Context: an optimization exercise on an open-source flow, tuned for small area. The choices shown serve that exercise and are no tape-out recipe.
At most, simulation tests tie the RTL to the original design; equivalence was not proved.
No functional check of the RTL was part of runs 6 and 7.
Power and IR drop assume default switching activity.

<file path="flow/run.sh">
#!/bin/bash
# Standard ORFS layout, with the port buffers made from the smallest buffer
# cell instead of the platform default. Each tool's output is logged by ORFS
# under orfs/logs; this script's own output goes to run_flow.log.
set -e
export BUFFER_PORTS_ARGS="-buffer_cell sky130_fd_sc_hd__buf_1"
bash standard.sh > run_flow.log 2>&1
</file>
<file path="standard.sh">
#!/bin/bash
# synth_recipe.tcl (not shown) runs the flow's synth.tcl, then flattens the netlist and writes it again
# the make line also repeats each setting of config.mk as NAME=value (left out here)
make -C /OpenROAD-flow-scripts/flow DESIGN_CONFIG=/design/flow/config.mk WORK_HOME=/design/flow/orfs CLKGATE_MAP_FILE= SYNTH_SCRIPT=/design/flow/synth_recipe.tcl "${@:-finish}"
</file>
<file path="config.mk">
export PLATFORM = sky130hd
export DESIGN_NAME = dcpu16_cpu
export DESIGN_NICKNAME = dcpu16_cpu
export VERILOG_FILES = /design/flow/design.v
export SDC_FILE = /design/flow/constraint.sdc
export NUM_CORES = 4
export LEC_CHECK = 0
export CAP_MARGIN = 0
export CORE_MARGIN = 2
export CORE_UTILIZATION = 60
export CTS_BUF_LIST = sky130_fd_sc_hd__clkbuf_16
export CTS_CLUSTER_DIAMETER = 100
export CTS_CLUSTER_SIZE = 20
export SLEW_MARGIN = 0
</file>
<file path="constraint.sdc">
create_clock -name core_clock -period 10.0 [get_ports {clk}]
set_input_delay 2.0000 -clock core_clock [delete_from_list [all_inputs] [get_ports {clk}]]
set_output_delay 2.0000 -clock core_clock [all_outputs]
set_load 0.01 [all_outputs]
</file>
<file path="design.v">
module dcpu16_alu(output [23:0] m, input [15:0] x, input [7:0] y, input [15:0] z);
  wire [23:0] s [0:8];
  wire [23:0] c [0:8];
  assign s[0] = {8'd0, z};
  assign c[0] = 24'd0;
  genvar j, i;
  generate
    for (j = 0; j < 8; j = j + 1) begin : row
      wire [23:0] pp = {8'd0, x & {16{y[j]}}} << j;
      for (i = 0; i < 24; i = i + 1) begin : col
        wire a = s[j][i], b = pp[i], ci = (i > 0) ? c[j][i-1] : 1'b0;
        assign s[j+1][i] = a ^ b ^ ci;
        assign c[j+1][i] = (a & b) | (a & ci) | (b & ci);
      end
    end
  endgenerate
  assign m = s[8] + {c[8][22:0], 1'b0};
endmodule
module dcpu16_ctl ( 
   ireg, pha, opc, rra, rwa, rwe, bra,
   CC, wpc, f_dti, clk, ena, rst
   );
   output [15:0] ireg;
   output [1:0]  pha;
   output [3:0]  opc;
   output [2:0]  rra,
		 rwa;
   output 	 rwe;
   output 	 bra;
   input 	 CC;
   input 	 wpc;
   input [15:0]  f_dti;
   input 	 clk,
		 ena,
		 rst;
   reg 			bra;
   reg [15:0] 		ireg;
   reg [3:0] 		opc;
   reg [1:0] 		pha;
   reg [2:0] 		rra;
   reg [2:0] 		rwa;
   reg 			rwe;
   wire [5:0] 		decA, decB;
   wire [3:0] 		decO;
   assign {decB, decA, decO} = ireg;
   wire 		Fbra = (ireg[4:0] == 5'h10);
   always @(posedge clk)
     if (rst)
       pha <= 2'h0;
     else if (ena)
       pha <= pha + 1;
   always @(posedge clk)
     if (rst) begin
	ireg <= 16'h0;
	opc <= 4'h0;
     end else if (ena & (pha == 2'o2)) begin
	ireg <= (wpc | Fbra) ? 16'd1 : f_dti;
	opc <= ireg[3:0];
     end
   reg _bra;
   always @(posedge clk)
     if (ena) begin
	if (pha == 2'o0)
	  {bra, _bra} <= {_bra & CC, (ireg[5:0] == 6'h10)};
	else
	  bra <= 1'b0;
     end
   reg _rwe;
   always @(posedge clk)
     if (rst)
       rwe <= 1'h0;
     else if (ena)
       rwe <= (pha == 2'o0) & _rwe & CC & (opc[3:2] != 2'o3);
   always @(posedge clk)
     if (ena) begin
	rra <= pha[0] ? decA[2:0] : decB[2:0];
	if (pha == 2'o2) begin
	   rwa <= decA[2:0];
	   _rwe <= (decA[5:3] == 3'o0) & (decO != 4'h0);
	end
     end
endmodule  
module dcpu16_mbus ( 
   g_adr, g_stb, g_wre, f_adr, f_stb, f_wre, f_dto, ena, wpc, rwd,
   g_dti, g_ack, f_dti, f_ack, bra, rrd, ireg, opc, pha, clk, rst, CC
   );
   output [15:0] g_adr;
   output 	 g_stb,
		 g_wre;
   input [15:0]  g_dti;
   input 	 g_ack;
   output [15:0] f_adr;
   output 	 f_stb,
		 f_wre;
   output [15:0] f_dto;
   input [15:0]  f_dti;
   input 	 f_ack;
   output 	 ena;
   output 	 wpc;
   output [15:0] rwd;
   output 	 CC;
   input 	 bra;
   input [15:0]  rrd;
   input [15:0]  ireg;
   input [3:0] 	 opc;
   input [1:0] 	 pha;
   input 	 clk,
		 rst;
   reg 			g_stb;
   reg 			f_stb;
   reg 			f_wre;
   reg [15:0] 		regA;
   reg [15:0] 		regB;
   reg 			wpc;
   reg 			wsp;
   reg [15:0] 		regSP,
			regPC;
   reg 			CC;
   reg [15:0] 		regO;
   reg [15:0] 		regR;
   assign ena = (f_stb ~^ f_ack) & (g_stb ~^ g_ack);  
   wire [5:0] 		decA, decB;
   wire [3:0] 		decO;
   assign {decB, decA, decO} = ireg;
   wire 		Fjsr = (ireg[4:0] == 5'h10);
   wire [5:0] 		ed = (pha[0]) ? decB : decA;
   wire 		Eind = (ed[5:3] == 3'o1);  
   wire 		Enwr = (ed[5:3] == 3'o2);  
   wire 		Epop = (ed[5:0] == 6'h18);  
   wire 		Epek = (ed[5:0] == 6'h19);  
   wire 		Epsh = (ed[5:0] == 6'h1A);  
   wire 		Ersp = (ed[5:0] == 6'h1B);  
   wire 		Erpc = (ed[5:0] == 6'h1C);  
   wire 		Erro = (ed[5:0] == 6'h1D);  
   wire 		Enwi = (ed[5:0] == 6'h1E);  
   wire 		Esht = ed[5];  
   wire [5:0] 		fg = (pha[0]) ? decA : decB;
   wire 		Fdir = (fg[5:3] == 3'o0);  
   wire 		Find = (fg[5:3] == 3'o1);  
   wire 		Fnwr = (fg[5:3] == 3'o2);  
   wire 		Fspi = (fg[5:0] == 6'h18);  
   wire 		Fspr = (fg[5:0] == 6'h19);  
   wire 		Fspd = (fg[5:0] == 6'h1A);  
   wire 		Frsp = (fg[5:0] == 6'h1B);  
   wire 		Frpc = (fg[5:0] == 6'h1C);  
   wire 		Fnwi = (fg[5:0] == 6'h1E);  
   wire 		Fnwl = (fg[5:0] == 6'h1F);  
   wire 		Fnw = Fnwr | Fnwi | Fnwl;  
   wire 		Fmem = Find | Fnwr | Fspr | Fspi | Fspd | Fnwi;
   wire [15:0] 		pcInc = regPC + 16'd1;
   wire 		pcUp = (pha == 2'o2) | (g_stb & ~pha[1]);
   wire [15:0] 		rpc = (wpc) ? regR : (bra) ? regB : (pcUp) ? pcInc : regPC;
   always @(posedge clk)
     if (rst) begin
	regPC <= 16'h0;
	wpc <= 1'h0;
     end else if (ena) begin
	regPC <= (pha == 2'o1) ? rpc : (pcUp) ? pcInc : regPC;
	if (pha == 2'o1)
	  wpc <= Frpc & CC;
     end
   wire 		spDn = (pha == 2'o1) ? ~Fjsr : (fg[1] | Fjsr);
   wire [15:0] 		spAdj = regSP + {{(15){spDn}}, 1'b1};
   always @(posedge clk)
     if (rst) begin
	regSP <= 16'hFFFF;
	wsp <= 1'h0;
     end else if (ena) begin
	case (pha)
	  2'o1: if (wsp) regSP <= regR;
	  2'o3: if (Fspi | Fspd | Fjsr) regSP <= spAdj;
	  2'o0: if (Fspi | Fspd) regSP <= spAdj;
	  default: ;
	endcase
	if (pha == 2'o1)
	  wsp <= Frsp & CC;
     end
   wire [15:0] 		nxB = (g_stb) ? g_dti : (_rd) ? rrd : regB;
   wire [15:0] 		nwr = rrd + g_dti;
   reg [15:0] 		ec;
   always @* begin
      ec = (Eind) ? rrd :
	   (Enwr) ? nwr :
	   (Epsh | Epek) ? regSP :
	   (Epop) ? spAdj :
	   (Enwi) ? g_dti :
	   16'h0;
   end
   reg [15:0] 		eaN, eaF;
   wire 		aStk = (decA[5:1] == 5'b01100) & ~Fjsr;  
   always @(posedge clk)
     if (ena) begin
	case (pha)
	  2'o3: eaN <= regSP;
	  2'o0: if (~aStk) eaN <= (Fjsr) ? regSP : ec;
	  2'o1: begin
	     eaN <= ec;
	     eaF <= eaN;
	  end
	  default: ;
	endcase
     end
   assign g_wre = 1'b0;
   assign g_adr = (pha == 2'o2) ? eaF :
		  (pha == 2'o3) ? eaN :
		  regPC;
   always @(posedge clk)
     if (rst)
       g_stb <= 1'h0;
     else if (ena)
       g_stb <= (pha[0] ^ pha[1]) ? Fmem : Fnw;
   reg 			_wre;
   always @(posedge clk)
     if (rst) begin
	_wre <= 1'h0;
	f_stb <= 1'h0;
	f_wre <= 1'h0;
     end else if (ena) begin
	if (pha == 2'o1)
	  _wre <= Fmem | Fjsr;
	case (pha)
	  2'o1: {f_stb,f_wre} <= (Fjsr) ? 2'o0 : 2'o2;
	  2'o0: {f_stb,f_wre} <= {_wre, _wre & CC};
	  default: {f_stb,f_wre} <= 2'o0;
	endcase
     end
   assign f_adr = (pha == 2'o1) ? eaF : regPC;
   reg 			_rd;
   reg [15:0] 		opr;
   always @(posedge clk)
     if (ena)
       _rd <= (pha[0] ^ pha[1]) & Fdir;
   always @(posedge clk)
     if (rst)
       regA <= 16'h0;
     else if (ena) begin
	case (pha)
	  2'o0: regA <= opr;
	  2'o2: regA <= (g_stb) ? g_dti :
			(Fjsr) ? regPC :
			(_rd) ? rrd :
			regA;
	  default: ;
	endcase
	case (pha)
	  2'o1: regB <= opr;
	  2'o3: regB <= nxB;
	  default: ;
	endcase
     end
   always @* begin
      opr = (g_stb) ? g_dti :
	    (Ersp) ? regSP :
	    (Erpc) ? regPC :
	    (Erro) ? regO :
	    (Esht) ? {11'd0,ed[4:0]} :
	    16'h0;
   end
   wire 		oShl = (opc == 4'h7);
   wire 		oShr = (opc == 4'h8);
   wire 		oMul = (opc == 4'h4);
   wire 		oSub = (opc == 4'h3) | (opc[3:2] == 2'b11);
   wire 		oOne = (opc == 4'h2) | oSub;
   wire 		oZb = oOne;
   wire [3:0] 		sht = (pha[1]) ? nxB[3:0] : regB[3:0];
   wire [3:0] 		shs = sht ^ {(4){oShr}};
   wire [7:0] 		yOh = (8'd1 << shs[2:0]) & {(8){shs[3] ^ pha[1]}};
   wire [7:0] 		yB = (pha[1]) ? nxB[7:0] : regB[15:8];
   wire [7:0] 		mY = (oShl | oShr) ? yOh :
			     (oMul) ? yB :
			     {7'd0, oOne & pha[1]};
   wire [15:0] 		mX = regA ^ {(16){oSub & pha[1]}};
   wire [15:0] 		mZ = (pha[1]) ? (nxB & {(16){oZb}}) : P[23:8];
   reg [23:0] 		P;
   wire [23:0] 		mM;
   dcpu16_alu
     x0 (.m(mM), .x(mX), .y(mY), .z(mZ));
   wire [31:0] 		prod = {mM, P[7:0]};
   always @(posedge clk)
     if (ena & (pha == 2'o3))
       P <= mM;
   wire 		c = prod[16];
   wire 		zz = (prod[15:0] == 16'hFFFF);  
   wire 		shlBig = |regB[15:5];
   wire 		shrBig = |regB[15:4];
   assign f_dto = regR;
   assign rwd = regR;
   always @(posedge clk)
     if (rst) begin
	CC <= 1'h0;
	regO <= 16'h0;
	regR <= 16'h0;
     end else if (ena & (pha == 2'o0)) begin
	case (opc)
	  4'h2: regO <= {15'd0,c};
	  4'h3: regO <= {(16){c}};
	  4'h4: regO <= prod[31:16];
	  4'h7: regO <= (shlBig) ? 16'd0 : (regB[4]) ? prod[15:0] : prod[31:16];
	  4'h8: regO <= (shrBig) ? 16'd0 : prod[30:15];
	  default: ;
	endcase
	case (opc)
	  4'h0: regR <= regA;
	  4'h1: regR <= regB;
	  4'h2, 4'h4: regR <= prod[15:0];
	  4'h3: regR <= ~prod[15:0];
	  4'h7: regR <= (shlBig | regB[4]) ? 16'd0 : prod[15:0];
	  4'h9: regR <= regA & regB;
	  4'hA: regR <= regA | regB;
	  4'hB: regR <= regA ^ regB;
	  default: regR <= 16'h0;
	endcase
	case (opc)
	  4'hC: CC <= zz;
	  4'hD: CC <= ~zz;
	  4'hE: CC <= ~c & ~zz;
	  4'hF: CC <= |(regA & regB);
	  default: CC <= 1'b1;
	endcase
     end
endmodule  
module dcpu16_regs ( 
   rrd,
   rwd, rra, rwa, rwe, ena, clk
   );
   output [15:0] rrd;  
   input [15:0]  rwd;  
   input [2:0] 	 rra,  
		 rwa;  
   input 	 rwe;  
   input 	 ena,
		 clk;
   reg [15:0] 	 file [0:7];
   assign rrd = file[rra];
   always @(posedge clk)
     if (ena & rwe)
       file[rwa] <= rwd;
endmodule  
module dcpu16_cpu ( 
   g_wre, g_stb, g_dto, g_adr, f_wre, f_stb, f_dto, f_adr,
   rst, g_dti, g_ack, f_dti, f_ack, clk
   );
   output [15:0] f_adr;
   output [15:0] f_dto;
   output 	 f_stb;
   output 	 f_wre;
   output [15:0] g_adr;
   output [15:0] g_dto;
   output 	 g_stb;
   output 	 g_wre;
   input 	 clk;
   input 	 f_ack;
   input [15:0]  f_dti;
   input 	 g_ack;
   input [15:0]  g_dti;
   input 	 rst;
   wire 	 CC, bra, ena, rwe, wpc;
   wire [15:0] 	 ireg, rrd, rwd;
   wire [3:0] 	 opc;
   wire [1:0] 	 pha;
   wire [2:0] 	 rra, rwa;
   assign g_dto = f_dto;
   dcpu16_ctl
     c0 (.ireg(ireg), .pha(pha), .opc(opc), .rra(rra), .rwa(rwa), .rwe(rwe),
	 .bra(bra), .CC(CC), .wpc(wpc), .f_dti(f_dti), .clk(clk), .ena(ena),
	 .rst(rst));
   dcpu16_mbus
     m0 (.g_adr(g_adr), .g_stb(g_stb), .g_wre(g_wre), .f_adr(f_adr),
	 .f_stb(f_stb), .f_wre(f_wre), .f_dto(f_dto), .ena(ena), .wpc(wpc),
	 .rwd(rwd), .g_dti(g_dti), .g_ack(g_ack), .f_dti(f_dti), .f_ack(f_ack),
	 .bra(bra), .rrd(rrd), .ireg(ireg), .opc(opc), .pha(pha), .clk(clk),
	 .rst(rst), .CC(CC));
   dcpu16_regs
     r0 (.rrd(rrd), .rwd(rwd), .rra(rra), .rwa(rwa), .rwe(rwe), .ena(ena),
	 .clk(clk));
endmodule  
</file>
==> impl_metrics.env, run 1 <==
export IMPL_largest_register_ffs=128
export IMPL_routed_wirelength_um=79900
export IMPL_maxSlewHeadroom=0.197
export IMPL_yosysTopAreaCell="edfxtp_1"
export IMPL_coreArea_sq_um=37500
export IMPL_clock_sinks=323
export IMPL_required_ps=10470
export IMPL_skew_ps=39.0
export IMPL_clk_pin_slew_ps=100
export IMPL_setup_tns_ps=0
export IMPL_via_per_inst=6.72
export IMPL_critical_path_class="in -> reg"
export IMPL_fp_dieH_um=199
export IMPL_critPathCaptureType="flop"
export IMPL_synth_distinct_cells=79
export IMPL_cp_slowest_cell="fa_1"
export IMPL_rsz0062_at_grt="no"
export IMPL_synthTopCellsByArea="edfxtp_1, dfxtp_1, fa_1"
export IMPL_power_internal_w=0.00244
export IMPL_grt_pass1_wl_um=118000
export IMPL_syn_nets=2539
export IMPL_ys_ff_latch=323
export IMPL_tritoncts="built"
export IMPL_design_die_area_sq_um=39400
export IMPL_dieWidth_um=199
export IMPL_synth_area_sq_um=22700
export IMPL_finalMaxSlewViolations=0
export IMPL_fin_nets=2617
export IMPL_clkLatencyLatePin_ps=570
export IMPL_ys_flop_type="edfxtp_1"
export IMPL_grt_pass1_vias=18400
export IMPL_seqPwrFrac=0.396
export IMPL_p_per_area_nw_per_um2=167
export IMPL_critPathBufInv=9
export IMPL_hp_class="reg -> reg"
export IMPL_wire_per_inst_um=27.6
export IMPL_synth_top_area_frac=0.278
export IMPL_cp_start_kind="primary input"
export IMPL_routabilityCongestion=1.04
export IMPL_final_antenna_net_count=0
export IMPL_overflow=0
export IMPL_power_switching_w=0.00167
export IMPL_io_buffers=102
export IMPL_critPathMaxFanout=6
export IMPL_path_delay_family="adder cells"
export IMPL_worst_pin_slew_ps=1200
export IMPL_dp_hpwl_um=59700
export IMPL_hold_viol_final=0
export IMPL_vias=19500
export IMPL_post_route_period_util=0.955
export IMPL_cts_made_buffers=20
export IMPL_first_iter_violations=2294
export IMPL_fin_crit_ps=9550
export IMPL_path_common_cell="fa_1"
export IMPL_cts_setup_buffers=0
export IMPL_peakVddDrop_v=0.000216
export IMPL_synth_common_cells="nor2_1, edfxtp_1, nand2_1"
export IMPL_drive_above_1_share=0.103
export IMPL_setup_viol=0
export IMPL_clockPowerShare=0.204
export IMPL_maxCapViolCount=0
export IMPL_top_register="r0.file"
export IMPL_grtUsageTotal=0.408
export IMPL_antenna_found_initial=2
export IMPL_cpPeakStageDelay_ps=540
export IMPL_start_util=0.606
export IMPL_fin_util=0.656
export IMPL_cts_max_level=1
export IMPL_synth_most_common_cell="nor2_1"
export IMPL_area_growth_pct=8.25
export IMPL_p_comb_frac=0.400
export IMPL_ios=104
export IMPL_async_flop_share=0
export IMPL_synth_seq_area_share=0.377
export IMPL_p_leak_nw=9.44
export IMPL_status="complete, no violations"
export IMPL_n_antenna_cell=0
export IMPL_route_detailed_drc=0
export IMPL_crit_arrival_ps=10020
export IMPL_fillerInstances=3001
export IMPL_drt_pre_antenna_iters=9
export IMPL_top_regs="r0.file: 128 flops, m0.P: 24 flops"
export IMPL_max_freq_ghz=0.105
export IMPL_grt_max_degree=63
export IMPL_synthCells=2291
export IMPL_avgSynthCellArea_sq_um=9.91
export IMPL_synth_yosys_warnings=4
export IMPL_synth_edf_count=210
export IMPL_row_count=71
export IMPL_cts_buffer_depth=3
export IMPL_root_buffer="clkbuf_16"
export IMPL_switching_share=0.406
-- logic make-up (layout without fill, tap and decap cells) --
logic type	after synthesis	after routing	synth area share
other cells	1	1	0.000165
flops	323	323	0.377
mux	121	121	0.0727
xor+xnor	65	65	0.0251
buf+inv	281	373	0.0505
fa+ha+maj	212	212	0.152
simple gates	667	667	0.130
compound gates	621	621	0.192
-- worst paths after layout --
check	slack, ps	cells past startpoint	endpoint	start
setup reg to reg	650	32	m0.regO[15]	flop
hold reg to reg	450	0	m0.eaF[4]	m0.eaN[4]
hold / removal	450	0	m0.eaF[4]	m0.eaN[4]
setup / recovery	450	33	m0.regO[15]	g_dti[0]
-- per-layer routing --
layer	GRT usage	vias to the layer above	wire length, um
met4	0.222	0	5270
li1	-	8572	-
met1	0.543	9485	30800
met3	0.0780	263	8530
met2	0.632	1131	35300
met5	0	-	0
-- layout by cell type (no fill, tap or decap), drive strengths merged, types with 32 or more instances in the layout --
master / instances
a21oi: 139
a221oi: 41
a22oi: 35
buf: 212
dfxtp: 113
edfxtp: 210
fa: 108
ha: 104
inv: 136
mux2i: 58
mux4: 32
nand2: 184
nand3: 44
nor2: 286
nor3: 36
o211ai: 42
o21ai: 106
xnor2: 47
-- final cells by class --
type | instances | area, sq um | area share
repair buffers | 212 | 1230 | 0.0502
clock buffers | 20 | 500 | 0.0204
clock inverters | 16 | 85.1 | 0.00346
multi-input cells | 1687 | 13100 | 0.532
well taps | 511 | 639 | 0.0260
inverters | 125 | 469 | 0.0191
flip-flops and latches | 323 | 8570 | 0.349
-- power groups by stage --
stage          Sequential (W)  Combinational (W)  Clock, W
2_1_floorplan         0.00158            0.00106         0
3_3_place_gp          0.00165            0.00158         0
3_5_place_dp          0.00165            0.00159         0
4_1_cts               0.00162            0.00160  0.000848
5_1_grt               0.00163            0.00175  0.000887
6_report              0.00163            0.00165  0.000837
-- worst register-to-register path, delay by kind of cell (launching register included) --
| family | cells | cell delay [ps] |
|---|---|---|
| AOI/OAI and AO/OA | 10 | 2370 |
| and+or+nand+nor | 3 | 480 |
| adders and majority gates | 10 | 4440 |
| muxes | 2 | 720 |
| buffers and inverters | 7 | 770 |
| DFF | 1 | 460 |
-- timing repair --
action	4_1_cts	5_1_grt
hold buffers	0	0
setup endpoints to repair	0	2
gates resized for setup	0	5
-- metrics by stage --
step / cells / hold WS [ps] / area [sq um] / worst slack (ps) / total power [W]
6_report: 2894 / 454 / 24600 / 451 / 0.00411
5_1_grt: 2894 / 473 / 24600 / 32.3 / 0.00427
4_1_cts: 2894 / 454 / 24600 / 334 / 0.00407
3_5_place_dp: 2858 / 436 / 24000 / -264 / 0.00324
3_3_place_gp: 2858 / 432 / 24000 / -94.4 / 0.00322
2_1_floorplan: 2291 / 418 / 22700 / 137 / 0.00264
==> run 2: changes to the inputs <==
--- a/config.mk
+++ b/config.mk
@@ -8,5 +8,5 @@
 export CAP_MARGIN = 0
 export CORE_MARGIN = 2
-export CORE_UTILIZATION = 60
+export CORE_UTILIZATION = 70
 export CTS_BUF_LIST = sky130_fd_sc_hd__clkbuf_16
 export CTS_CLUSTER_DIAMETER = 100
==> run 2 against run 1 <==
  * Still clean
  * Final area is 0.84% lower
  * Routed wire length fell by 1.2%
  * Global-route usage is 6.2 points higher
  * Hold slack about the same
  * Clock skew decreased by 16 ps
  * Via count increased by 3.9%
  * Fmax down 2.3%
  * Power shrank 0.22%
  * First-iteration DRC count up 47%
  * Non-clock buffer count down 17
  * Area after synthesis stayed put
  * Sequential share of layout area rose by 0.29 points
==> impl_metrics.env, run 2 <==
export IMPL_fillerInstances=2144
export IMPL_tritoncts="built"
export IMPL_dp_hpwl_um=58300
export IMPL_final_cell_mix="nor2_1, edfxtp_1, nand2_1"
export IMPL_critPathCaptureType="flop"
export IMPL_p_leak_nw=9.37
export IMPL_peakVddDrop_v=0.000194
export IMPL_stdcell_count=2770
export IMPL_placed_cells=2731
export IMPL_cpPeakStageDelay_ps=600
export IMPL_post_route_period_util=0.977
export IMPL_maxSlewHeadroom=0.0692
export IMPL_final_antenna_net_count=0
export IMPL_synth_yosys_warnings=4
export IMPL_async_flop_share=0
export IMPL_cts_max_level=1
export IMPL_fin_crit_ps=9770
export IMPL_top_register="r0.file"
export IMPL_grt_max_degree=65
export IMPL_area_growth_pct=7.33
export IMPL_avgSynthCellArea_sq_um=9.91
export IMPL_path_common_cell="fa_1"
export IMPL_cp_start_kind="primary input"
export IMPL_fin_nets=2600
export IMPL_fin_util=0.769
export IMPL_synth_most_common_cell="nor2_1"
export IMPL_synth_area_sq_um=22700
export IMPL_via_per_inst=7.30
export IMPL_wire_per_inst_um=28.5
export IMPL_postCtsHoldBufs=0
export IMPL_clkLatencyLatePin_ps=540
export IMPL_cts_buffer_depth=3
export IMPL_clk_pin_slew_ps=90
export IMPL_synth_common_cells="nor2_1, edfxtp_1, nand2_1"
export IMPL_grtUsageTotal=0.469
export IMPL_critical_path_class="in -> reg"
export IMPL_routabilityCongestion=1.07
export IMPL_finalMaxSlewViolations=0
export IMPL_synth_seq_area_share=0.377
export IMPL_ys_flop_type="edfxtp_1"
export IMPL_ios=104
export IMPL_drt_pre_antenna_iters=7
export IMPL_dieWidth_um=184
export IMPL_start_util=0.716
export IMPL_final_common_cell="nor2_1"
export IMPL_cts_made_buffers=20
export IMPL_synth_top_area_frac=0.278
export IMPL_coreArea_sq_um=31700
export IMPL_synth_edf_count=210
export IMPL_antenna_found_initial=2
export IMPL_cp_slowest_cell="fa_1"
export IMPL_worst_pin_slew_ps=1390
export IMPL_overflow=0
export IMPL_hp_class="reg -> reg"
export IMPL_ys_ff_latch=323
export IMPL_routed_wirelength_um=79000
export IMPL_row_count=65
export IMPL_rsz0062_at_grt="yes"
export IMPL_grt_pass1_vias=19200
export IMPL_max_freq_ghz=0.102
export IMPL_skew_ps=22.7
export IMPL_fp_dieH_um=184
export IMPL_hold_viol_final=0
export IMPL_critPathMaxFanout=5
export IMPL_top_regs="r0.file: 128 flops, m0.P: 24 flops"
export IMPL_first_iter_violations=3375
export IMPL_drive_above_1_share=0.0985
export IMPL_crit_arrival_ps=10200
export IMPL_synthTopCellsByArea="edfxtp_1, dfxtp_1, fa_1"
export IMPL_synthCells=2291
export IMPL_setup_tns_ps=0
export IMPL_clock_sinks=323
export IMPL_synth_distinct_cells=79
export IMPL_setup_viol=0
export IMPL_total_power_w=0.00410
export IMPL_required_ps=10430
export IMPL_grt_pass1_wl_um=117000
export IMPL_design_die_area_sq_um=33900
export IMPL_root_buffer="clkbuf_16"
export IMPL_vias=20200
export IMPL_io_buffers=102
export IMPL_syn_nets=2539
export IMPL_p_per_area_nw_per_um2=168
export IMPL_status="complete, no violations"
export IMPL_largest_register_ffs=128
export IMPL_yosysTopAreaCell="edfxtp_1"
export IMPL_maxCapViolCount=0
export IMPL_route_detailed_drc=0
## run 2: cell counts after synthesis
No cell type changed its count.
## run 2: critical path, delay by kind of cell
kind / cells / cell delay [ps]
AOI/OAI and AO/OA: 9 / 2090
buffers and inverters: 8 / 770
and+or+nand+nor: 5 / 980
adders and majority gates: 9 / 4370
## run 2: report_power, final
part	leakage (nW)	switching [W]	total (W)	internal [W]
logic	6.20	0.00106	0.00163	0.000570
registers	2.83	0.000128	0.00163	0.00150
clock network	0.336	0.000459	0.000844	0.000385
total	9.37	0.00165	0.00410	0.00246
## run 2: final cells by class
class	count	area [sq um]	share of cell area
Antenna cell	2	5.00	0.000205
Clock buffer	21	526	0.0216
Clock inverter	15	67.6	0.00277
Inverter	125	469	0.0192
Multi-Input combinational cell	1687	13100	0.538
Sequential cell	323	8570	0.352
Tap cell	402	503	0.0206
Timing Repair Buffer	195	1120	0.0459
## run 2: stage by stage
stage          cell area, sq um  hold slack (ps)  setup WS (ps)
6_report                  24400              455            229
4_1_cts                   24300              456            153
3_5_place_dp              23700              439           -399
3_3_place_gp              23700              431           -122
5_1_grt                   24400              461           -106
2_1_floorplan             22700              418            137
## run 2: repair_timing
action                                  CTS  global route
resized for setup                         0            11
setup buffers                             0             1
endpoints found under the hold margin     0             0
endpoints found under the setup margin    0            11
## run 2: worst paths after layout
check	start	to	slack (ps)	depth (start not counted)
hold reg to reg	m0.eaN[0]	m0.eaF[0]	450	0
hold / removal	m0.eaN[0]	m0.eaF[0]	450	0
setup reg to reg	flop	m0.regO[14]	440	30
setup / recovery	g_dti[0]	m0.regO[14]	230	31
## run 2: cell families (layout without fill, tap and decap cells)
family,count (synthesis),in the layout,synth area share
AOI/OAI and AO/OA,621,621,0.192
xor gates and xnor gates,65,65,0.0251
adders and majority gates,212,212,0.152
buffers and inverters,281,356,0.0505
DFF,323,323,0.377
muxes,121,121,0.0727
other,1,3,0.000165
and+or+nand+nor,667,667,0.130
## run 2: layer usage
layer | GRT usage | part of all wire | vias up | wire, um
met2 | 0.696 | 0.42 | 1687 | 33300
li1 | - | - | 8548 | -
met4 | 0.305 | 0.085 | 0 | 6690
met5 | 0 | 0 | - | 0
met3 | 0.129 | 0.14 | 405 | 11400
met1 | 0.609 | 0.35 | 9578 | 27500
==> run 3: changes to the inputs <==
--- a/config.mk
+++ b/config.mk
@@ -6,9 +6,9 @@
 export NUM_CORES = 4
 export LEC_CHECK = 0
-export CAP_MARGIN = 0
+export CAP_MARGIN = 20
 export CORE_MARGIN = 2
-export CORE_UTILIZATION = 70
+export CORE_UTILIZATION = 40
 export CTS_BUF_LIST = sky130_fd_sc_hd__clkbuf_16
 export CTS_CLUSTER_DIAMETER = 100
 export CTS_CLUSTER_SIZE = 20
-export SLEW_MARGIN = 0
+export SLEW_MARGIN = 20
==> run 3 against run 2 <==
  * Still clean on timing, DRC and antenna
  * Utilization fell by 32 points
  * Global-route usage fell by 19 points
  * Final area rose by 2.7%
  * Die area rose by 73%
  * Synthesized cell count did not move
  * Critical path depth did not move
  * Routed wire length rose by 5.9%
  * Critical endpoint is now m0.regO[15]
  * Largest cell class unchanged
==> impl_metrics.env, run 3 <==
export IMPL_postCtsHoldBufs=0
export IMPL_worstReg2RegEnd="m0.regO[14]"
export IMPL_tritoncts="built"
export IMPL_row_count=87
export IMPL_route_detailed_drc=0
export IMPL_cp_start_kind="primary input"
export IMPL_skew_ps=35.5
export IMPL_top_regs="r0.file: 128 flops, m0.P: 24 flops"
export IMPL_reg2reg_depth=29
export IMPL_fin_ws_ps=434
export IMPL_routed_wirelength_um=83600
export IMPL_rsz0062_at_grt="no"
export IMPL_synthMuxAreaShare=0.0727
export IMPL_synthTopCellsByArea="edfxtp_1, dfxtp_1, fa_1"
export IMPL_synth_seq_area_share=0.377
export IMPL_grtUsageTotal=0.280
export IMPL_clock_sinks=323
export IMPL_first_iter_violations=2314
export IMPL_design_die_area_sq_um=58700
export IMPL_final_antenna_net_count=0
export IMPL_cp_slowest_cell="fa_1"
export IMPL_critPathMaxFanout=4
export IMPL_largest_register_ffs=128
export IMPL_cts_made_buffers=20
export IMPL_startpoint="g_dti[3]"
export IMPL_final_common_cell="nor2_1"
export IMPL_drt_pre_antenna_iters=9
export IMPL_vias=19300
export IMPL_synth_area_sq_um=22700
export IMPL_wire_per_inst_um=26.5
export IMPL_synth_top_family_by_area="compound AO/OA/AOI/OAI gates"
export IMPL_yosysTopAreaCell="edfxtp_1"
export IMPL_synthSimpleGateAreaFrac=0.130
export IMPL_fin_util=0.445
export IMPL_grt_pass1_vias=18800
export IMPL_stdcell_count=3160
export IMPL_cts_buffer_depth=3
export IMPL_synth_xor_area_share=0.0251
export IMPL_fp_dieH_um=242
export IMPL_crit_arrival_ps=10020
export IMPL_fin_crit_ps=9570
export IMPL_finalMaxSlewViolations=0
export IMPL_placed_cells=3123
export IMPL_critPathCaptureType="flop"
export IMPL_r2r_slack_ps=600
export IMPL_grt_pass1_wl_um=124000
export IMPL_ys_flop_type="edfxtp_1"
export IMPL_fin_nets=2637
export IMPL_post_route_period_util=0.957
export IMPL_dieWidth_um=242
export IMPL_hp_class="reg -> reg"
export IMPL_antenna_found_initial=2
export IMPL_cts_setup_buffers=0
export IMPL_final_cell_mix="nor2_1, edfxtp_1, nand2_1"
export IMPL_required_ps=10460
export IMPL_coreArea_sq_um=56300
export IMPL_maxSlewHeadroom=0.272
export IMPL_synth_edf_count=210
export IMPL_ys_ff_latch=323
export IMPL_io_buffers=102
export IMPL_multi_input_area_sq_um=13100
export IMPL_synth_yosys_warnings=4
export IMPL_setup_tns_ps=0
export IMPL_critical_path_class="in -> reg"
export IMPL_synth_most_common_cell="nor2_1"
export IMPL_path_common_cell="fa_1"
export IMPL_start_util=0.404
export IMPL_dp_slack_ps=-340
export IMPL_synthCells=2291
export IMPL_syn_nets=2539
export IMPL_avgSynthCellArea_sq_um=9.91
export IMPL_min_path_cells=2
export IMPL_area_growth_pct=10.3
export IMPL_max_freq_ghz=0.105
export IMPL_routabilityCongestion=0.981
export IMPL_synth_top_area_frac=0.278
export IMPL_p_leak_nw=9.53
export IMPL_overflow=0
export IMPL_cpPeakStageDelay_ps=550
export IMPL_fillerInstances=5425
export IMPL_synth_common_cells="nor2_1, edfxtp_1, nand2_1"
export IMPL_synth_distinct_cells=79
export IMPL_synth_fa_ha_area_frac=0.152
export IMPL_dp_hpwl_um=63300
export IMPL_cts_max_level=1
export IMPL_synth_compound_area_frac=0.192
export IMPL_seq_area_sq_um=8570
export IMPL_status="complete, no violations"
export IMPL_grt_max_degree=63
export IMPL_drive_above_1_share=0.112
export IMPL_clk_pin_slew_ps=90
export IMPL_p_per_area_nw_per_um2=163
export IMPL_hold_viol_final=0
export IMPL_clkLatencyLatePin_ps=580
export IMPL_ios=104
export IMPL_peakVddDrop_v=0.000114
export IMPL_setup_viol=0
export IMPL_root_buffer="clkbuf_16"
export IMPL_worst_pin_slew_ps=1090
export IMPL_min_from="c0.rra[2]"
export IMPL_via_per_inst=6.10
export IMPL_async_flop_share=0
export IMPL_top_register="r0.file"
export IMPL_maxCapViolCount=0
## run 3: cell counts after synthesis
Identical to the previous run, type by type.
## run 3: power by group
group,internal [W],switching (W)
combinational,0.000572,0.00102
clock,0.000373,0.000481
sequential,0.00150,0.000124
## run 3: worst max path at each step
stage / to / depth (start not counted)
after floorplan: m0.regO[15] / 32
after CTS: m0.regO[15] / 34
after global routing: m0.regO[15] / 34
after global placement: m0.regO[15] / 34
after detailed placement: m0.regO[15] / 34
final: m0.regO[15] / 31
## run 3: per-stage QoR
stage / hold slack (ps) / power [W] / instance area [sq um]
final: 456 / 0.00407 / 25000
after global routing: 469 / 0.00424 / 25000
after CTS: 459 / 0.00404 / 25000
after detailed placement: 438 / 0.00320 / 24400
after global placement: 433 / 0.00318 / 24400
after floorplan: 418 / 0.00264 / 22700
## run 3: timing repair
action / 4_1_cts / 5_1_grt
endpoints found under the setup margin: 0 / 7
endpoints found under the hold margin: 0 / 0
gates resized for setup: 0 / 4
## run 3: worst max-delay path: cells and delay by family
kind                       cells  cell delay [ps]
adders and majority gates     10             4450
AOI/OAI and AO/OA             10             2270
buffers and inverters          7              740
and+or+nand+nor                4              550
## run 3: kinds of logic (layout without fill, tap and decap cells)
logic type               Yosys count  in the layout
buffers and inverters            281            393
multiplexers                     121            121
AO/OA/AOI/OAI                    621            621
XOR/XNOR                          65             65
flip-flops                       323            323
adder cells (fa/ha/maj)          212            212
other                              1              2
AND/OR/NAND/NOR                  667            667
## run 3: routing by layer
layer,GRT usage,part of all wire
met1,0.377,0.42
met2,0.460,0.46
met3,0.0398,0.078
met4,0.104,0.041
met5,0,0.00013
## run 3: layout make-up
type                            instances  share of cell area
Inverter                              125              0.0187
Sequential cell                       323               0.342
Antenna cell                            1           0.0000999
Multi-Input combinational cell       1687               0.523
Timing Repair Buffer                  232              0.0544
Clock inverter                         16             0.00390
Clock buffer                           20              0.0200
Tap cell                              756              0.0378
==> run 4: changes to the inputs <==
==> flow/run.sh (replaced) <==
#!/bin/bash
# Standard ORFS layout (the standard.sh) with two changes:
#  - port buffers use the smallest buffer cell instead of the platform default
#  - timing-driven global placement does not keep its virtual resizing
# Each tool's output is logged by ORFS under orfs/logs; this script's own
# output goes to run_flow.log.
set -e
export BUFFER_PORTS_ARGS="-buffer_cell sky130_fd_sc_hd__buf_1"
export GPL_KEEP_OVERFLOW=0
bash standard.sh > run_flow.log 2>&1
--- a/config.mk
+++ b/config.mk
@@ -6,9 +6,9 @@
 export NUM_CORES = 4
 export LEC_CHECK = 0
-export CAP_MARGIN = 20
+export CAP_MARGIN = 0
 export CORE_MARGIN = 2
-export CORE_UTILIZATION = 40
+export CORE_UTILIZATION = 60
 export CTS_BUF_LIST = sky130_fd_sc_hd__clkbuf_16
 export CTS_CLUSTER_DIAMETER = 100
 export CTS_CLUSTER_SIZE = 20
-export SLEW_MARGIN = 20
+export SLEW_MARGIN = 0
==> run 4 against run 3 <==
  * The layout now fails its checks (max-capacitance violations, max-slew violations)
  * Sequential power rose by 2%
  * Sequential cell count did not move
  * Power rose by 1.3%
  * Combinational power barely moved
  * Critical path depth rose by 2
  * Routed wire length fell by 5.8%
  * Sequential share of layout area rose by 0.81 points
  * Fmax fell by 1.6%
  * Via count rose by 0.38%
  * Utilization rose by 21 points
  * Critical endpoint unchanged
  * Highest routed layer is now met4
==> impl_metrics.env, run 4 <==
export IMPL_status="finished with violations"
export IMPL_failed_checks="max-capacitance violations, max-slew violations"
export IMPL_setup_viol=0
export IMPL_hold_viol_final=0
export IMPL_min_path_cells=2
export IMPL_largest_register_ffs=128
export IMPL_synth_yosys_warnings=4
export IMPL_path_common_cell="fa_1"
export IMPL_dp_slack_ps=-1020
export IMPL_start_util=0.606
export IMPL_dieWidth_um=199
export IMPL_ys_ff_latch=323
export IMPL_synth_edf_count=210
export IMPL_clock_sinks=323
export IMPL_worst_pin_slew_ps=1460
export IMPL_yosysTopAreaCell="edfxtp_1"
export IMPL_clkLatencyLatePin_ps=570
export IMPL_vias=19400
export IMPL_critPathCaptureType="flop"
export IMPL_ios=104
export IMPL_cp_start_kind="primary input"
export IMPL_synthCells=2291
export IMPL_avgSynthCellArea_sq_um=9.91
export IMPL_tritoncts="built"
export IMPL_grt_pass1_wl_um=115000
export IMPL_peakVddDrop_v=0.000193
export IMPL_grtUsageTotal=0.397
export IMPL_postCtsHoldBufs=0
export IMPL_multi_input_area_sq_um=13300
export IMPL_fin_util=0.653
export IMPL_coreArea_sq_um=37500
export IMPL_final_common_cell="nor2_1"
export IMPL_via_per_inst=6.86
export IMPL_synthTopCellsByArea="edfxtp_1, dfxtp_1, fa_1"
export IMPL_overflow=0
export IMPL_syn_nets=2539
export IMPL_maxCapViolCount=1
export IMPL_root_buffer="clkbuf_16"
export IMPL_route_detailed_drc=0
export IMPL_total_power_w=0.00413
export IMPL_row_count=71
export IMPL_fin_nets=2544
export IMPL_post_route_period_util=0.972
export IMPL_synth_most_common_cell="nor2_1"
export IMPL_synth_top_area_frac=0.278
export IMPL_setup_tns_ps=0
export IMPL_grt_pass1_vias=18000
export IMPL_wire_per_inst_um=27.9
export IMPL_skew_ps=31.5
export IMPL_hp_class="reg -> reg"
export IMPL_cts_made_buffers=20
export IMPL_p_leak_nw=9.23
export IMPL_cts_max_level=1
export IMPL_cp_slowest_cell="fa_1"
export IMPL_final_antenna_net_count=0
export IMPL_synth_area_sq_um=22700
export IMPL_clk_pin_slew_ps=90
export IMPL_max_freq_ghz=0.103
export IMPL_grt_max_degree=61
export IMPL_ys_flop_type="edfxtp_1"
export IMPL_top_register="r0.file"
export IMPL_drt_pre_antenna_iters=6
export IMPL_routed_wirelength_um=78800
export IMPL_critical_path_class="in -> reg"
export IMPL_seq_area_sq_um=8580
export IMPL_area_growth_pct=7.84
export IMPL_routabilityCongestion=1.05
export IMPL_critPathMaxFanout=5
export IMPL_drive_above_1_share=0.0879
export IMPL_p_per_area_nw_per_um2=169
export IMPL_finalMaxSlewViolations=1
export IMPL_top_regs="r0.file: 128 flops, m0.P: 24 flops"
export IMPL_dp_hpwl_um=57800
export IMPL_async_flop_share=0
export IMPL_reg2reg_depth=32
export IMPL_synth_distinct_cells=79
export IMPL_maxSlewHeadroom=-0.00388
export IMPL_fillerInstances=3053
export IMPL_n_antenna_cell=0
export IMPL_required_ps=10460
export IMPL_fin_ws_ps=280
export IMPL_fp_dieH_um=199
export IMPL_crit_arrival_ps=10180
export IMPL_holdWs_ps=449
export IMPL_first_iter_violations=2346
export IMPL_final_cell_mix="nor2_1, edfxtp_1, nand2_1"
export IMPL_fin_crit_ps=9720
export IMPL_synth_seq_area_share=0.377
export IMPL_synth_common_cells="nor2_1, edfxtp_1, nand2_1"
export IMPL_design_die_area_sq_um=39400
export IMPL_io_buffers=102
export IMPL_cpPeakStageDelay_ps=560
export IMPL_cts_buffer_depth=3
export IMPL_antenna_found_initial=3
[run 4: cell counts after synthesis]
Identical to the previous run, type by type.
[run 4: timing repair]
| item | in CTS | in global routing |
|---|---|---|
| setup endpoints to repair | 20 | 17 |
| pin swaps | 1 | 6 |
| hold endpoints to repair | 0 | 0 |
| gates resized for setup | 16 | 25 |
| buffers inserted | 2 | 11 |
| cloned | 0 | 2 |
[run 4: power breakdown]
part           total [W]  switching (W)  internal [W]
combinational    0.00158        0.00102      0.000560
clock           0.000875       0.000473      0.000401
sequential       0.00167       0.000168       0.00150
total            0.00413        0.00166       0.00247
[run 4: layout make-up]
type                            count  area share
Multi-Input combinational cell   1688       0.544
Sequential cell                   323       0.350
Timing Repair Buffer              137      0.0349
Tap cell                          511      0.0261
Clock buffer                       22      0.0225
Inverter                          125      0.0194
Clock inverter                     14     0.00281
Timing Repair inverter              1    0.000204
[run 4: cells by family (layout without fill, tap and decap cells)]
logic type / after synthesis / count (layout) / synth area share
compound gates: 621 / 622 / 0.192
xor+xnor: 65 / 65 / 0.0251
fa+ha+maj: 212 / 212 / 0.152
buf+inv: 281 / 299 / 0.0505
flops: 323 / 323 / 0.377
mux: 121 / 121 / 0.0727
other cells: 1 / 1 / 0.000165
simple gates: 667 / 667 / 0.130
[run 4: per-layer routing]
layer	up-vias	wire, um	track usage
li1	8442	-	-
met1	9487	30000	0.525
met2	1180	34400	0.601
met3	246	9030	0.0958
met4	0	5350	0.222
met5	-	0	0
[run 4: path summary, 6_finish.rpt]
check / start / to / slack (ps)
worst min register to register: c0.rra[1] / flop / 450
worst max-delay path: g_dti[0] / m0.regO[15] / 280
worst min-delay path: c0.rra[1] / flop / 450
worst max register to register: flop / m0.regO[15] / 370
[run 4: worst max-delay path, delay by kind of cell]
family	cells	cell delay [ps]
AO/OA/AOI/OAI	10	2260
buffers and inverters	9	770
AND/OR/NAND/NOR	4	650
adder cells (fa/ha/maj)	10	4460
[run 4: through the flow]
step | cell area (sq um) | cells
floorplan | 22700 | 2291
global placement | 23100 | 2748
detailed placement | 23500 | 2768
CTS | 24200 | 2806
global route | 24500 | 2821
finish | 24500 | 2821
==> run 5: changes to the inputs <==
--- a/config.mk
+++ b/config.mk
@@ -6,5 +6,5 @@
 export NUM_CORES = 4
 export LEC_CHECK = 0
-export CAP_MARGIN = 0
+export CAP_MARGIN = 20
 export CORE_MARGIN = 2
 export CORE_UTILIZATION = 60
@@ -12,3 +12,3 @@
 export CTS_CLUSTER_DIAMETER = 100
 export CTS_CLUSTER_SIZE = 20
-export SLEW_MARGIN = 0
+export SLEW_MARGIN = 20
==> run 5 against run 4 <==
  * The run now finishes clean
  * Power increased by 0.25%
  * Hold slack improved by 1.2 ps
  * Synthesized cell count unchanged
  * Combinational power about the same
  * Non-clock buffer count increased by 9
  * Largest cell class unchanged
==> impl_metrics.env, run 5 <==
export IMPL_critical_path_class="in -> reg"
export IMPL_grt_max_degree=66
export IMPL_peakVddDrop_v=0.000181
export IMPL_ios=104
export IMPL_synth_seq_area_share=0.377
export IMPL_cts_max_level=1
export IMPL_cp_start_kind="primary input"
export IMPL_ys_flop_type="edfxtp_1"
export IMPL_via_per_inst=6.81
export IMPL_routabilityCongestion=1.05
export IMPL_first_iter_violations=2587
export IMPL_skew_ps=26.3
export IMPL_yosysTopAreaCell="edfxtp_1"
export IMPL_area_growth_pct=7.82
export IMPL_clkLatencyLatePin_ps=560
export IMPL_hold_viol_final=0
export IMPL_grtUsageTotal=0.400
export IMPL_cts_made_buffers=20
export IMPL_synthCells=2291
export IMPL_row_count=71
export IMPL_syn_nets=2539
export IMPL_place_area_sq_um=23500
export IMPL_status="complete, no violations"
export IMPL_required_ps=10450
export IMPL_holdWs_ps=450
export IMPL_dieWidth_um=199
export IMPL_async_flop_share=0
export IMPL_path_common_cell="fa_1"
export IMPL_clk_pin_slew_ps=90
export IMPL_cp_slowest_cell="fa_1"
export IMPL_fp_dieH_um=199
export IMPL_critPathCaptureType="flop"
export IMPL_worst_pin_slew_ps=1160
export IMPL_top_register="r0.file"
export IMPL_postCtsHoldBufs=0
export IMPL_p_per_area_nw_per_um2=169
export IMPL_path_delay_family="adder cells"
export IMPL_maxCapViolCount=0
export IMPL_max_freq_ghz=0.103
export IMPL_design_die_area_sq_um=39400
export IMPL_dp_hpwl_um=57800
export IMPL_grt_pass1_wl_um=116000
export IMPL_crit_arrival_ps=10180
export IMPL_setup_viol=0
export IMPL_critPathMaxFanout=6
export IMPL_drt_pre_antenna_iters=7
export IMPL_synth_distinct_cells=79
export IMPL_fin_crit_ps=9730
export IMPL_cpPeakStageDelay_ps=570
export IMPL_startpoint="g_dti[2]"
export IMPL_min_from="c0.rra[1]"
export IMPL_avgSynthCellArea_sq_um=9.91
export IMPL_largest_register_ffs=128
export IMPL_post_route_period_util=0.973
export IMPL_grt_pass1_vias=18300
export IMPL_antenna_found_initial=5
export IMPL_stdcell_count=2832
export IMPL_overflow=0
export IMPL_hp_class="reg -> reg"
export IMPL_synth_top_area_frac=0.278
export IMPL_fin_area_sq_um=24500
export IMPL_final_cell_mix="nor2_1, edfxtp_1, nand2_1"
export IMPL_drive_above_1_share=0.0970
export IMPL_root_buffer="clkbuf_16"
export IMPL_synth_common_cells="nor2_1, edfxtp_1, nand2_1"
export IMPL_crit_chain="buf_1 > o311a_1 > xnor2_2 > nand2b_1 > o211a_4 > buf_4 > nor2_1 > ha_1 > fa_1 > fa_1 > fa_1 > fa_1 > fa_1 > fa_1 > fa_1 > ha_1 > a21oi_1 > a21boi_0 > a311o_1 > a41oi_2 > a311oi_1 > o31ai_1 > a221o_1 > a211o_1"
export IMPL_synth_area_sq_um=22700
export IMPL_final_antenna_net_count=0
export IMPL_critPathBufInv=2
export IMPL_io_buffers=102
export IMPL_final_common_cell="nor2_1"
export IMPL_synthTopCellsByArea="edfxtp_1, dfxtp_1, fa_1"
export IMPL_top_regs="r0.file: 128 flops, m0.P: 24 flops"
export IMPL_tritoncts="built"
export IMPL_ys_ff_latch=323
export IMPL_clock_sinks=323
export IMPL_p_leak_nw=9.24
export IMPL_maxSlewHeadroom=0.206
export IMPL_placed_cells=2774
export IMPL_routed_wirelength_um=79200
export IMPL_cts_buffer_depth=3
export IMPL_fin_nets=2554
export IMPL_synth_edf_count=210
export IMPL_synth_yosys_warnings=4
export IMPL_start_util=0.606
export IMPL_synth_most_common_cell="nor2_1"
export IMPL_coreArea_sq_um=37500
export IMPL_route_detailed_drc=0
export IMPL_vias=19300
export IMPL_wire_per_inst_um=28.0
export IMPL_finalMaxSlewViolations=0
==> run 5: per-stage QoR <==
stage,total power [W],setup TNS [ps],worst slack (ps),util
after floorplan,0.00264,0,137,-
after detailed placement,0.00319,-8520,-949,0.627
final,0.00414,0,273,0.653
after global placement,0.00315,-47930,-2320,0.615
after global routing,0.00429,-91.3,-49.8,0.653
after CTS,0.00406,-16.9,-16.9,0.646
==> run 5: tightest hold or removal path, cell delays in order, from the launching register on <==
cell	delay [ps]
edfxtp_1	330
nand2_1	40
o21ai_0	50
==> run 5: path summary, 6_finish.rpt <==
path / endpoint / slack, ps / cells past startpoint
setup / recovery: m0.regO[15] / 270 / 24
hold / removal: flop / 450 / 2
setup reg to reg: m0.regO[15] / 330 / 27
hold reg to reg: flop / 450 / 2
==> run 5: layout make-up <==
type,instances,area (sq um)
Antenna cell,1,2.50
Clock buffer,22,551
Clock inverter,14,70.1
Fill cell,3034,13000
Inverter,125,475
Multi-Input combinational cell,1689,13300
Sequential cell,323,8580
Tap cell,511,639
Timing Repair Buffer,146,830
Timing Repair inverter,1,5.00
==> run 5: cell families (layout without fill, tap and decap cells) <==
logic type / count (synthesis) / after routing / synth area share
simple gates: 667 / 667 / 0.130
compound gates: 621 / 623 / 0.192
flops: 323 / 323 / 0.377
buf+inv: 281 / 308 / 0.0505
fa+ha+maj: 212 / 212 / 0.152
mux: 121 / 121 / 0.0727
xor+xnor: 65 / 65 / 0.0251
other cells: 1 / 2 / 0.000165
==> run 5: routing by layer <==
metal	track usage	up-vias	share of wire
met2	0.608	1199	0.44
met5	0	-	0.00069
met3	0.0941	237	0.12
li1	-	8465	-
met4	0.233	8	0.068
met1	0.526	9368	0.38
==> run 5: where the power goes <==
part	internal, W	total (W)	leakage, nW	switching (W)
Clock	0.000401	0.000875	0.342	0.000474
Sequential	0.00150	0.00168	2.84	0.000173
Combinational	0.000563	0.00159	6.06	0.00102
==> run 5: what timing repair did <==
item / in CTS / in global routing
setup endpoints to repair: 20 / 14
buffers inserted: 1 / 16
cloned: 0 / 3
resized for setup: 13 / 20
pin swaps: 0 / 7
==> run 6: changes to the inputs <==
--- a/design.v
+++ b/design.v
@@ -17,4 +17,18 @@
   assign m = s[8] + {c[8][22:0], 1'b0};
 endmodule
+module dcpu16_add (s, a, b, ci);
+   output [15:0] s;
+   input [15:0]  a, b;
+   input 	 ci;
+   wire [16:0] 	 c;
+   assign c[0] = ci;
+   genvar 	 i;
+   generate
+      for (i = 0; i < 16; i = i + 1) begin : fa
+	 assign s[i] = a[i] ^ b[i] ^ c[i];
+	 assign c[i+1] = (a[i] & b[i]) | (a[i] & c[i]) | (b[i] & c[i]);
+      end
+   endgenerate
+endmodule  
 module dcpu16_ctl ( 
    ireg, pha, opc, rra, rwa, rwe, bra,
@@ -148,5 +162,6 @@
    wire 		Fnw = Fnwr | Fnwi | Fnwl;  
    wire 		Fmem = Find | Fnwr | Fspr | Fspi | Fspd | Fnwi;
-   wire [15:0] 		pcInc = regPC + 16'd1;
+   wire [15:0] 		pcInc;
+   dcpu16_add pc0 (.s(pcInc), .a(regPC), .b(16'd0), .ci(1'b1));
    wire 		pcUp = (pha == 2'o2) | (g_stb & ~pha[1]);
    wire [15:0] 		rpc = (wpc) ? regR : (bra) ? regB : (pcUp) ? pcInc : regPC;
@@ -161,5 +176,6 @@
      end
    wire 		spDn = (pha == 2'o1) ? ~Fjsr : (fg[1] | Fjsr);
-   wire [15:0] 		spAdj = regSP + {{(15){spDn}}, 1'b1};
+   wire [15:0] 		spAdj;
+   dcpu16_add sp0 (.s(spAdj), .a(regSP), .b({(16){spDn}}), .ci(~spDn));
    always @(posedge clk)
      if (rst) begin
@@ -177,5 +193,6 @@
      end
    wire [15:0] 		nxB = (g_stb) ? g_dti : (_rd) ? rrd : regB;
-   wire [15:0] 		nwr = rrd + g_dti;
+   wire [15:0] 		nwr;
+   dcpu16_add ea0 (.s(nwr), .a(rrd), .b(g_dti), .ci(1'b0));
    reg [15:0] 		ec;
    always @* begin
==> flow/run.sh (replaced) <==
#!/bin/bash
# Standard ORFS layout, with the port buffers made from the smallest buffer
# cell instead of the platform default. Each tool's output is logged by ORFS
# under orfs/logs; this script's own output goes to run_flow.log.
set -e
export BUFFER_PORTS_ARGS="-buffer_cell sky130_fd_sc_hd__buf_1"
bash standard.sh > run_flow.log 2>&1
--- a/config.mk
+++ b/config.mk
@@ -6,5 +6,5 @@
 export NUM_CORES = 4
 export LEC_CHECK = 0
-export CAP_MARGIN = 20
+export CAP_MARGIN = 0
 export CORE_MARGIN = 2
 export CORE_UTILIZATION = 60
@@ -12,3 +12,3 @@
 export CTS_CLUSTER_DIAMETER = 100
 export CTS_CLUSTER_SIZE = 20
-export SLEW_MARGIN = 20
+export SLEW_MARGIN = 0
==> run 6 against run 5 <==
  * Largest power group unchanged
  * Critical endpoint is now m0.regO[14]
  * Cell count is 2.9% higher
  * Power barely moved
  * Sequential cell count unchanged
==> impl_metrics.env, run 6 <==
export IMPL_maxSlewHeadroom=0.156
export IMPL_synth_distinct_cells=92
export IMPL_async_flop_share=0
export IMPL_hp_class="reg -> reg"
export IMPL_via_per_inst=6.61
export IMPL_fp_dieH_um=200
export IMPL_start_util=0.610
export IMPL_drt_pre_antenna_iters=7
export IMPL_cts_buffer_depth=3
export IMPL_final_common_cell="nor2_1"
export IMPL_cp_slowest_cell="a211oi_1"
export IMPL_ys_ff_latch=323
export IMPL_cts_made_buffers=20
export IMPL_root_buffer="clkbuf_16"
export IMPL_row_count=71
export IMPL_grtUsageTotal=0.393
export IMPL_p_leak_nw=9.27
export IMPL_fin_ws_ps=525
export IMPL_overflow=0
export IMPL_tritoncts="built"
export IMPL_routed_wirelength_um=78000
export IMPL_vias=19300
export IMPL_p_per_area_nw_per_um2=168
export IMPL_post_route_period_util=0.947
export IMPL_wire_per_inst_um=26.7
export IMPL_seq_area_sq_um=8570
export IMPL_stdcell_count=2915
export IMPL_io_buffers=102
export IMPL_area_growth_pct=6.65
export IMPL_synthTopCellsByArea="edfxtp_1, fa_1, dfxtp_1"
export IMPL_design_die_area_sq_um=40000
export IMPL_synth_edf_count=210
export IMPL_dieWidth_um=200
export IMPL_syn_nets=2608
export IMPL_final_antenna_net_count=0
export IMPL_rsz0062_at_grt="no"
export IMPL_critical_path_class="in -> reg"
export IMPL_cpPeakStageDelay_ps=600
export IMPL_route_detailed_drc=0
export IMPL_synthCells=2348
export IMPL_path_common_cell="fa_1"
export IMPL_crit_arrival_ps=9950
export IMPL_fin_nets=2650
export IMPL_n_antenna_cell=0
export IMPL_critPathCaptureType="flop"
export IMPL_coreArea_sq_um=37800
export IMPL_skew_ps=23.5
export IMPL_grt_max_degree=72
export IMPL_clk_pin_slew_ps=90
export IMPL_dp_hpwl_um=58700
export IMPL_critPathMaxFanout=12
export IMPL_cts_max_level=1
export IMPL_routabilityCongestion=1.04
export IMPL_largest_register_ffs=128
export IMPL_synth_yosys_warnings=4
export IMPL_grt_pass1_vias=18300
export IMPL_ios=104
export IMPL_top_regs="r0.file: 128 flops, m0.P: 24 flops"
export IMPL_status="complete, no violations"
export IMPL_clkLatencyLatePin_ps=560
export IMPL_holdWs_ps=452
export IMPL_grt_pass1_wl_um=116000
export IMPL_cp_start_kind="primary input"
export IMPL_ys_flop_type="edfxtp_1"
export IMPL_synth_top_area_frac=0.274
export IMPL_required_ps=10480
export IMPL_setup_viol=0
export IMPL_placed_cells=2879
export IMPL_hold_viol_final=0
export IMPL_fin_crit_ps=9470
export IMPL_top_register="r0.file"
export IMPL_worst_pin_slew_ps=1260
export IMPL_multi_input_area_sq_um=13200
export IMPL_maxCapViolCount=0
export IMPL_avgSynthCellArea_sq_um=9.80
export IMPL_fillerInstances=3087
export IMPL_synth_area_sq_um=23000
export IMPL_clock_sinks=323
export IMPL_antenna_found_initial=1
export IMPL_setup_tns_ps=0
export IMPL_synth_seq_area_share=0.372
export IMPL_synth_common_cells="nor2_1, nand2_1, edfxtp_1"
export IMPL_finalMaxSlewViolations=0
export IMPL_final_cell_mix="nor2_1, nand2_1, edfxtp_1"
export IMPL_cts_setup_buffers=0
export IMPL_max_freq_ghz=0.106
export IMPL_dp_slack_ps=74.7
export IMPL_yosysTopAreaCell="edfxtp_1"
export IMPL_peakVddDrop_v=0.000195
export IMPL_first_iter_violations=2377
export IMPL_drive_above_1_share=0.0861
export IMPL_synth_most_common_cell="nor2_1"
run 6: cell types whose count changed in the layout (fill, tap and decap cells not counted), sizes merged, moves of 25 or more:
| cell | before | now |
|---|---|---|
| a211oi | 29 | 60 |
| buf | 145 | 175 |
| fa | 108 | 134 |
| inv | 134 | 167 |
| nand2 | 184 | 241 |
| nand3 | 44 | 19 |
| o211ai | 42 | 14 |
| o21ai | 106 | 173 |
run 6: metrics by stage:
step	util	total power (W)	cell area (sq um)
6_report	0.650	0.00414	24600
5_1_grt	0.650	0.00434	24600
4_1_cts	0.650	0.00410	24600
3_5_place_dp	0.635	0.00328	24000
3_3_place_gp	0.635	0.00324	24000
2_1_floorplan	-	0.00274	23000
run 6: path summary, 6_finish.rpt:
| path | startpoint | endpoint | slack, ps | depth (start not counted) |
|---|---|---|---|---|
| worst max-delay path | g_dti[0] | m0.regO[14] | 530 | 25 |
| worst min-delay path | c0.rra[1] | flop | 450 | 2 |
| worst min register to register | c0.rra[1] | flop | 450 | 2 |
| worst max register to register | flop | m0.regO[14] | 620 | 25 |
run 6: logic make-up after synthesis:
group | count (synthesis) | share of synthesized area
adders and majority gates | 224 | 0.165
DFF | 323 | 0.372
other | 1 | 0.000163
muxes | 144 | 0.0811
and+or+nand+nor | 669 | 0.123
AOI/OAI and AO/OA | 638 | 0.187
buffers and inverters | 313 | 0.0575
xor gates and xnor gates | 36 | 0.0137
run 6: critical path: cells and delay by family:
family / cells / cell delay (ps)
AOI/OAI and AO/OA: 10 / 2520
adders and majority gates: 9 / 4300
buffers and inverters: 4 / 520
and+or+nand+nor: 2 / 600
run 6: timing repair:
item                                    CTS  global route
gates resized for setup                   0             1
endpoints found under the setup margin    0             1
hold buffers                              0             0
run 6: area by class of cell:
class / count / share of cell area
Clock buffer: 20 / 0.0204
Multi-Input combinational cell: 1712 / 0.538
Clock inverter: 16 / 0.00331
Timing Repair Buffer: 176 / 0.0389
Tap cell: 511 / 0.0260
Inverter: 157 / 0.0240
Sequential cell: 323 / 0.349
run 6: where the power goes:
group / switching [W] / internal, W / total [W]
sequential: 0.000173 / 0.00154 / 0.00171
clock: 0.000468 / 0.000371 / 0.000839
combinational: 0.000997 / 0.000591 / 0.00159
total: 0.00164 / 0.00250 / 0.00414
run 6: per-layer routing:
| layer | up-vias | global-route usage | wire length, um |
|---|---|---|---|
| li1 | 8518 | - | - |
| met3 | 222 | 0.0680 | 7930 |
| met4 | 0 | 0.207 | 4610 |
| met1 | 9379 | 0.541 | 30900 |
| met5 | - | 0 | 0 |
| met2 | 1152 | 0.601 | 34500 |
==> run 7: changes to the inputs <==
--- a/config.mk
+++ b/config.mk
@@ -9,6 +9,6 @@
 export CORE_MARGIN = 2
 export CORE_UTILIZATION = 60
-export CTS_BUF_LIST = sky130_fd_sc_hd__clkbuf_16
-export CTS_CLUSTER_DIAMETER = 100
-export CTS_CLUSTER_SIZE = 20
+export CTS_BUF_LIST = sky130_fd_sc_hd__clkbuf_8
+export CTS_CLUSTER_DIAMETER = 60
+export CTS_CLUSTER_SIZE = 12
 export SLEW_MARGIN = 0
==> run 7 against run 6 <==
  * Still clean on timing, DRC and antenna
  * Clock power up 22%
  * Synthesized cell count is the same
  * Final area up 0.98%
  * Via count increased by 1.3%
  * First-iteration DRC count up 3.2%
  * Sequential cell count stayed put
  * Combinational power hardly changed
  * Fmax grew 1.3%
  * Worst setup slack gained 120 ps
  * Area after synthesis stayed put
  * Highest routed layer unchanged
==> impl_metrics.env, run 7 <==
export IMPL_grt_max_degree=72
export IMPL_p_per_area_nw_per_um2=174
export IMPL_max_freq_ghz=0.107
export IMPL_critical_path_class="in -> reg"
export IMPL_cts_buffer_depth=3
export IMPL_setup_viol=0
export IMPL_crit_arrival_ps=9900
export IMPL_worst_pin_slew_ps=1270
export IMPL_grt_pass1_vias=18400
export IMPL_final_common_cell="nor2_1"
export IMPL_final_antenna_net_count=0
export IMPL_largest_register_ffs=128
export IMPL_ys_ff_latch=323
export IMPL_rsz0062_at_grt="no"
export IMPL_post_route_period_util=0.935
export IMPL_final_cell_mix="nor2_1, nand2_1, edfxtp_1"
export IMPL_hp_class="reg -> reg"
export IMPL_synth_top_area_frac=0.274
export IMPL_synth_xor_area_share=0.0137
export IMPL_status="complete, no violations"
export IMPL_design_die_area_sq_um=40000
export IMPL_multi_input_area_sq_um=13200
export IMPL_required_ps=10550
export IMPL_clk_pin_slew_ps=80
export IMPL_synth_yosys_warnings=4
export IMPL_fin_area_sq_um=24800
export IMPL_placed_cells=2879
export IMPL_fin_util=0.657
export IMPL_syn_nets=2608
export IMPL_clkLatencyLatePin_ps=640
export IMPL_dieWidth_um=200
export IMPL_avgSynthCellArea_sq_um=9.80
export IMPL_fin_crit_ps=9350
export IMPL_p_leak_nw=9.41
export IMPL_coreArea_sq_um=37800
export IMPL_overflow=0
export IMPL_wire_per_inst_um=26.4
export IMPL_holdWs_ps=456
export IMPL_grtUsageTotal=0.394
export IMPL_routabilityCongestion=1.04
export IMPL_synth_edf_count=210
export IMPL_maxCapViolCount=0
export IMPL_cp_start_kind="primary input"
export IMPL_drive_above_1_share=0.0972
export IMPL_synth_area_sq_um=23000
export IMPL_fillerInstances=3058
export IMPL_critPathMaxFanout=12
export IMPL_synthTopCellsByArea="edfxtp_1, fa_1, dfxtp_1"
export IMPL_setup_tns_ps=0
export IMPL_top_register="r0.file"
export IMPL_clock_sinks=323
export IMPL_fp_dieH_um=200
export IMPL_fin_nets=2668
export IMPL_ys_flop_type="edfxtp_1"
export IMPL_top_regs="r0.file: 128 flops, m0.P: 24 flops"
export IMPL_synth_top_family_by_area="compound AO/OA/AOI/OAI gates"
export IMPL_drt_pre_antenna_iters=8
export IMPL_synthCells=2348
export IMPL_yosysTopAreaCell="edfxtp_1"
export IMPL_maxSlewHeadroom=0.149
export IMPL_synth_fa_ha_area_frac=0.165
export IMPL_postCtsHoldBufs=0
export IMPL_synthSimpleGateAreaFrac=0.123
export IMPL_via_per_inst=6.62
export IMPL_stdcell_count=2950
export IMPL_place_area_sq_um=24000
export IMPL_synth_distinct_cells=92
export IMPL_critPathCaptureType="flop"
export IMPL_first_iter_violations=2452
export IMPL_route_detailed_drc=0
export IMPL_area_growth_pct=7.70
export IMPL_synth_compound_area_frac=0.187
export IMPL_cts_max_level=2
export IMPL_io_buffers=102
export IMPL_antenna_found_initial=1
export IMPL_cts_setup_buffers=0
export IMPL_vias=19500
export IMPL_routed_wirelength_um=77900
export IMPL_synthMuxAreaShare=0.0811
export IMPL_dp_hpwl_um=58700
export IMPL_synth_seq_area_share=0.372
export IMPL_start_util=0.610
export IMPL_async_flop_share=0
export IMPL_root_buffer="clkbuf_8"
export IMPL_cts_made_buffers=38
export IMPL_synth_common_cells="nor2_1, nand2_1, edfxtp_1"
export IMPL_skew_ps=28.9
export IMPL_synth_most_common_cell="nor2_1"
export IMPL_seq_area_sq_um=8570
export IMPL_peakVddDrop_v=0.000176
export IMPL_post_cts_resized=0
export IMPL_row_count=71
export IMPL_tritoncts="built"
export IMPL_grt_pass1_wl_um=115000
export IMPL_ios=104
export IMPL_hold_viol_final=0
export IMPL_finalMaxSlewViolations=0
[run 7: kinds of logic (layout without fill, tap and decap cells)]
kind of cell	after synthesis	after routing
AND/OR/NAND/NOR	669	669
AO/OA/AOI/OAI	638	638
flip-flops	323	323
buffers and inverters	313	403
adder cells (fa/ha/maj)	224	224
multiplexers	144	144
XOR/XNOR	36	36
other	1	2
[run 7: worst max-delay path, cell delays in order]
cell and delay, ps:
buf_1 120, inv_1 110, a22oi_1 310, o21ai_1 170, a31oi_2 280, o22ai_2 160, nor2_4 420, nor2_1 110
ha_1 320, inv_1 50, fa_1 540, inv_1 60, fa_1 500, fa_1 520, fa_1 520, fa_1 520
fa_1 520, fa_1 540, ha_1 320, a21o_1 170, a21oi_1 280, o21ba_2 240, a2111oi_0 120, a211oi_1 580
a221oi_1 190, a211oi_1 220
[run 7: routing by layer]
layer | GRT usage | routed length [um]
met2 | 0.597 | 34500
met4 | 0.224 | 4690
met3 | 0.0766 | 8490
met5 | 0 | 0
met1 | 0.534 | 30200
[run 7: layout make-up]
| cell class | count | area share |
|---|---|---|
| clock inverter | 32 | 0.0120 |
| inverter | 157 | 0.0238 |
| tap | 511 | 0.0258 |
| sequential | 323 | 0.346 |
| multi-input combinational | 1712 | 0.533 |
| timing repair buffer | 176 | 0.0385 |
| clock buffer | 38 | 0.0211 |
| antenna | 1 | 0.000101 |
[run 7: stage by stage]
step	power (W)	worst slack, ps
6_report	0.00432	646
5_1_grt	0.00452	91.9
4_1_cts	0.00428	552
3_5_place_dp	0.00328	74.7
3_3_place_gp	0.00324	233
2_1_floorplan	0.00274	845
[run 7: final timing paths]
kind	to	depth (start not counted)	startpoint	slack, ps
max	m0.regO[14]	26	g_dti[3]	650
min reg2reg	m0.eaF[10]	0	m0.eaN[10]	460
min	m0.eaF[10]	0	m0.eaN[10]	460
max reg2reg	m0.regO[14]	25	flop	670
[run 7: where the power goes]
| group | total (W) | internal (W) | switching (W) | leakage (nW) |
|---|---|---|---|---|
| clock | 0.00102 | 0.000480 | 0.000542 | 0.471 |
| sequential | 0.00171 | 0.00154 | 0.000171 | 2.93 |
| combinational | 0.00159 | 0.000592 | 0.00100 | 6.02 |
| total | 0.00432 | 0.00261 | 0.00171 | 9.41 |

[static timing again, ports no longer ideal]
The results above use ideal ports. As a check the final layouts listed here were re-extracted and re-timed, cells and wires unchanged.
Step 1 assumes that a clkbuf_16 drives the clock port and a buf_2 every other input.
Step 2 times the ports against the registers' clock, not the clock port: input delays grow and output delays shrink by t, the midpoint of the rising clock arrivals with the driver on.
Three values: ideal ports, drivers, drivers and shift; two values: the first two.
run | shift t [ns] | setup WS [ns]
run 1 | 0.607 | 0.451 / 0.477 / -0.130
run 2 | 0.589 | 0.229 / 0.256 / -0.332
run 3 | 0.625 | 0.434 / 0.468 / -0.157
run 4 | 0.611 | 0.280 / 0.310 / -0.302
run 5 | 0.608 | 0.273 / 0.271 / -0.337
run 6 | 0.606 | 0.525 / 0.534 / -0.072
run 7 | 0.676 | 0.646 / 0.641 / -0.035
